This is an optimization exercise on Yosys and OpenROAD, whose aim is small area, not a production implementation.
Function was checked by simulation only, so behaviour that the tests miss may differ from the original.
No activity file was given, so power comes from the tool's default toggle rates.

==> build 87: inputs <==
==> flow/design.v (excerpt) <==
module vga_text_top(
    input wire clk,
    input wire rst,
    output wire [2:0] vga_rgb,
    output wire vga_hs_l,
    output wire vga_vs_l,
    output wire [17:0] addr,
    output wire oe_l,
    output wire we_l,
    input wire [15:0] data1,
    output wire ce1_l,
    output wire ub1_l,
    output wire lb1_l,
    input wire [15:0] data2,
    output wire ce2_l,
    output wire ub2_l,
    output wire lb2_l
);
    wire [8:0] vga_row;
    wire [9:0] vga_col;
    wire vga_display;
    vga_text vt(
        .clk(clk),
        .rst(rst),
        .vga_col(vga_col),
        .vga_row(vga_row),
        .vga_display(vga_display),
        .vga_rgb(vga_rgb),
        .addr(addr),
        .oe_l(oe_l),
        .we_l(we_l),
        .data1(data1),
        .ce1_l(ce1_l),
        .ub1_l(ub1_l),
        .lb1_l(lb1_l),
        .data2(data2),
        .ce2_l(ce2_l),
        .ub2_l(ub2_l),
        .lb2_l(lb2_l)
    );
    vga_driver vga_d(
        .clk(clk),
        .rst(rst),
        .vga_row(vga_row),
        .vga_col(vga_col),
        .vga_display(vga_display),
        .vga_hs_l(vga_hs_l),
        .vga_vs_l(vga_vs_l)
    );
endmodule
==> module vga_driver, before the edit <==
module vga_driver(
    input wire clk,
    input wire rst,
    output wire [8:0] vga_row,
    output wire [9:0] vga_col,
    output wire vga_display,
    output wire vga_hs_l,
    output wire vga_vs_l
);
    reg clk_25MHz;
    reg [9:0] col;
    reg [9:0] row;
    wire col_last = col[9] & col[8] & (&col[4:0]);      
    wire row_last = row[9] & row[3] & row[1] & row[0];   
    wire [9:0] cy;
    assign cy[0] = ~clk_25MHz;
    genvar i;
    generate for (i = 0; i < 9; i = i + 1) begin : g
        assign cy[i+1] = cy[i] & col[i];
    end endgenerate
    wire [9:0] rcy;
    assign rcy[0] = ~clk_25MHz & col_last;
    generate for (i = 0; i < 9; i = i + 1) begin : h
        assign rcy[i+1] = rcy[i] & row[i];
    end endgenerate
    always @(posedge clk, posedge rst) begin
        if (rst) begin
            clk_25MHz <= 1'b0;
            col <= 10'd0;
            row <= 10'd0;
        end else begin
            clk_25MHz <= ~clk_25MHz;
            col <= (col_last & ~clk_25MHz) ? 10'd0 : col ^ cy;
            row <= (row_last & ~clk_25MHz) ? 10'd0 : row ^ rcy;
        end
    end
    assign vga_display = ~(col[9] & (col[8] | col[7])) &
                         ~(row[9] | (row[8] & row[7] & row[6] & row[5]));
    assign vga_col = col;
    assign vga_row = row[8:0];
    assign vga_hs_l = ~(col[9] & ~col[8] & col[7] & (col[6:4] != 3'b000) & (col[6:4] != 3'b111));
    assign vga_vs_l = ~((row[8:4] == 5'b11110) &
                        ((row[3:0] == 4'b1011) | (row[3:0] == 4'b1100)));
endmodule
Settings: LEC_CHECK=0, ABC_AREA=1, CAP_MARGIN=10, CELL_PAD_IN_SITES_DETAIL_PLACEMENT=1, CELL_PAD_IN_SITES_GLOBAL_PLACEMENT=2, CORE_MARGIN=5, CORE_UTILIZATION=40, GPL_TIMING_DRIVEN=0, SLEW_MARGIN=10; clock period 20.0 ns.
standard.sh (not shown) runs the stock make flow with config.mk's settings and CLKGATE_MAP_FILE= SYNTH_SCRIPT=/design/flow/synth_recipe.tcl, a recipe that flattens the netlist after the stock synthesis.
==> flow/flow/run.sh <==
#!/bin/bash
# Layout with the standard ORFS flow (standard.sh), with these changes:
#  - synthesis maps the logic with an area-oriented ABC script (flow/abc_area_only.script:
#    &nf with the delay target relaxed) in place of ORFS's abc_area.script, whose
#    delay-driven mapping and upsizing add area this design has no use for at a
#    20 ns period; ABC may not use
#    sky130_fd_sc_hd__a2111oi_0, whose pins the detailed router reaches badly;
#  - synthesis leaves the adder extraction (ADDER_MAP_FILE) and the pass-through
#    buffers (SYNTH_INSBUF) out; the registers are the standard synthesis's;
#  - the port buffers are sky130_fd_sc_hd__buf_1 cells;
#  - the constant outputs share their tie cells (no repair_tie_fanout);
#  - clock tree synthesis uses sky130_fd_sc_hd__clkbuf_8 and no dummy loads;
#  - if detailed routing ends with violations, routing is run again with
#    another router seed.
# Everything else (floorplan, power grid, tap cells, placement, CTS, routing) is
# the standard flow. Each step's full output is in the log named after it here
# (synth.log, layout.log, layout_retry*.log); ORFS's per-step logs are under orfs/logs.
set -euo pipefail
W=$(pwd)

# Standard synthesis script, with yosys's abc pass given the area-only script.
{
  cat <<'TCL'
proc abc {args} {
  set i [lsearch -exact $args -script]
  if {$i >= 0} { lset args [expr {$i + 1}] $::env(AREA_ABC_SCRIPT) }
  lappend args -dont_use sky130_fd_sc_hd__a2111oi_0
  yosys abc {*}$args
}
TCL
  cat synth_recipe.tcl
} > synth_area.tcl
export AREA_ABC_SCRIPT=$W/flow/abc_area_only.script

ARGS=(
  "SYNTH_SCRIPT=$W/synth_area.tcl"
  "ADDER_MAP_FILE="
  "SYNTH_INSBUF=0"
  "BUFFER_PORTS_ARGS=-buffer_cell sky130_fd_sc_hd__buf_1"
  "SKIP_REPAIR_TIE_FANOUT=1"
  "CTS_ARGS=-sink_clustering_enable -repair_clock_nets -dont_use_dummy_load -buf_list sky130_fd_sc_hd__clkbuf_8"
)
DRC=orfs/reports/sky130hd/vga_text_top/base/5_route_drc.rpt

bash standard.sh synth "${ARGS[@]}" > synth.log 2>&1
set +e
bash standard.sh finish "${ARGS[@]}" > layout.log 2>&1
status=$?
set -e
for seed in 17 29; do
  if [[ $status -eq 0 && -f out/final.def && ! -s $DRC ]]; then break; fi
  rm -f out/final.def
  bash standard.sh clean_route clean_finish "${ARGS[@]}" > "layout_clean_$seed.log" 2>&1
  set +e
  bash standard.sh finish "${ARGS[@]}" "OR_SEED=$seed" > "layout_retry_$seed.log" 2>&1
  status=$?
  set -e
done
exit $status
==> flow/flow/abc_area_only.script <==
strash
&get -n
&dch -f
&nf -R 1000 -F 8 -A 4 -p -C 32 -E 50
&put
topo
==> inputs of build 89, as changes to build 87 <==
--- a/flow/design.v
+++ b/flow/design.v
@@ -1219,15 +1219,4 @@
     wire col_last = col[9] & col[8] & (&col[4:0]);      
     wire row_last = row[9] & row[3] & row[1] & row[0];   
-    wire [9:0] cy;
-    assign cy[0] = ~clk_25MHz;
-    genvar i;
-    generate for (i = 0; i < 9; i = i + 1) begin : g
-        assign cy[i+1] = cy[i] & col[i];
-    end endgenerate
-    wire [9:0] rcy;
-    assign rcy[0] = ~clk_25MHz & col_last;
-    generate for (i = 0; i < 9; i = i + 1) begin : h
-        assign rcy[i+1] = rcy[i] & row[i];
-    end endgenerate
     always @(posedge clk, posedge rst) begin
         if (rst) begin
@@ -1237,6 +1226,8 @@
         end else begin
             clk_25MHz <= ~clk_25MHz;
-            col <= (col_last & ~clk_25MHz) ? 10'd0 : col ^ cy;
-            row <= (row_last & ~clk_25MHz) ? 10'd0 : row ^ rcy;
+            if (~clk_25MHz) begin
+                col <= col_last ? 10'd0 : col + 10'd1;
+                row <= row_last ? 10'd0 : col_last ? row + 10'd1 : row;
+            end
         end
     end
--- a/flow/flow/run.sh
+++ b/flow/flow/run.sh
@@ -1,8 +1,7 @@
 #!/bin/bash
 # Layout with the standard ORFS flow (standard.sh), with these changes:
-#  - synthesis maps the logic with an area-oriented ABC script (flow/abc_area_only.script:
-#    &nf with the delay target relaxed) in place of ORFS's abc_area.script, whose
-#    delay-driven mapping and upsizing add area this design has no use for at a
-#    20 ns period; ABC may not use
+#  - synthesis maps the logic with an area-only ABC script (flow/abc_area_only.script)
+#    in place of ORFS's abc_area.script, whose delay-driven mapping and upsizing
+#    add area this design has no use for at a 20 ns period; ABC may not use
 #    sky130_fd_sc_hd__a2111oi_0, whose pins the detailed router reaches badly;
 #  - synthesis leaves the adder extraction (ADDER_MAP_FILE) and the pass-through
==> flow/flow/abc_area_only.script (replaced) <==
strash
dch -f
amap -F 3 -A 10 -C 2000
topo
--- a/flow/config.mk
+++ b/flow/config.mk
@@ -7,9 +7,9 @@
 export LEC_CHECK = 0
 export ABC_AREA = 1
-export CAP_MARGIN = 10
+export CAP_MARGIN = 20
 export CELL_PAD_IN_SITES_DETAIL_PLACEMENT = 1
 export CELL_PAD_IN_SITES_GLOBAL_PLACEMENT = 2
-export CORE_MARGIN = 5
+export CORE_MARGIN = 2
 export CORE_UTILIZATION = 40
 export GPL_TIMING_DRIVEN = 0
-export SLEW_MARGIN = 10
+export SLEW_MARGIN = 20
==> inputs of trial 88, as changes to build 87 <==
--- a/flow/config.mk
+++ b/flow/config.mk
@@ -7,9 +7,9 @@
 export LEC_CHECK = 0
 export ABC_AREA = 1
-export CAP_MARGIN = 10
+export CAP_MARGIN = 20
 export CELL_PAD_IN_SITES_DETAIL_PLACEMENT = 1
-export CELL_PAD_IN_SITES_GLOBAL_PLACEMENT = 2
+export CELL_PAD_IN_SITES_GLOBAL_PLACEMENT = 1
 export CORE_MARGIN = 5
-export CORE_UTILIZATION = 40
+export CORE_UTILIZATION = 50
 export GPL_TIMING_DRIVEN = 0
-export SLEW_MARGIN = 10
+export SLEW_MARGIN = 20
==> notes <==
Trial 88 went through all stages and came out clean. Build 89 produced a clean layout. Build 87 completed with no timing, DRC or antenna violations.
In build 87 the combinational power is smaller than in build 89, by about 2%.
In trial 88 the utilization is higher than in build 87, by 11 points.
The highest final cell count belongs to build 89, the lowest to trial 88.
In trial 88 the clock skew is lower than in build 89, by 0.022 ns.
Of build 89 and trial 88, trial 88 has the higher fmax (gap 15%, measured against trial 88).

## separate check: timing with driven ports
How much do the figures lean on ideal ports? The routed layouts below were timed once more, with nothing changed but the port constraints. Step 1 assumes that a clkbuf_16 drives the clock port and a buf_2 every other input. Step 2 times the ports against the registers' clock, not the clock port: input delays grow and output delays shrink by t, the midpoint of the rising clock arrivals with the driver on. a / b / c = ideal / step 1 / step 2; a / b = the first two.
run | t (ns) | setup WS [ns] | worst setup path at the end | pins driven straight from the clock port
build 87 | 0.321 | 7.834 / 7.807 / 8.128 | register to output | 1
build 89 | 0.334 | 5.509 / 5.479 / 5.813 | register to output | 1
trial 88 | 0.335 | 7.708 / 7.679 / 8.014 | register to output | 1
After both steps setup and hold are still met in every run listed.
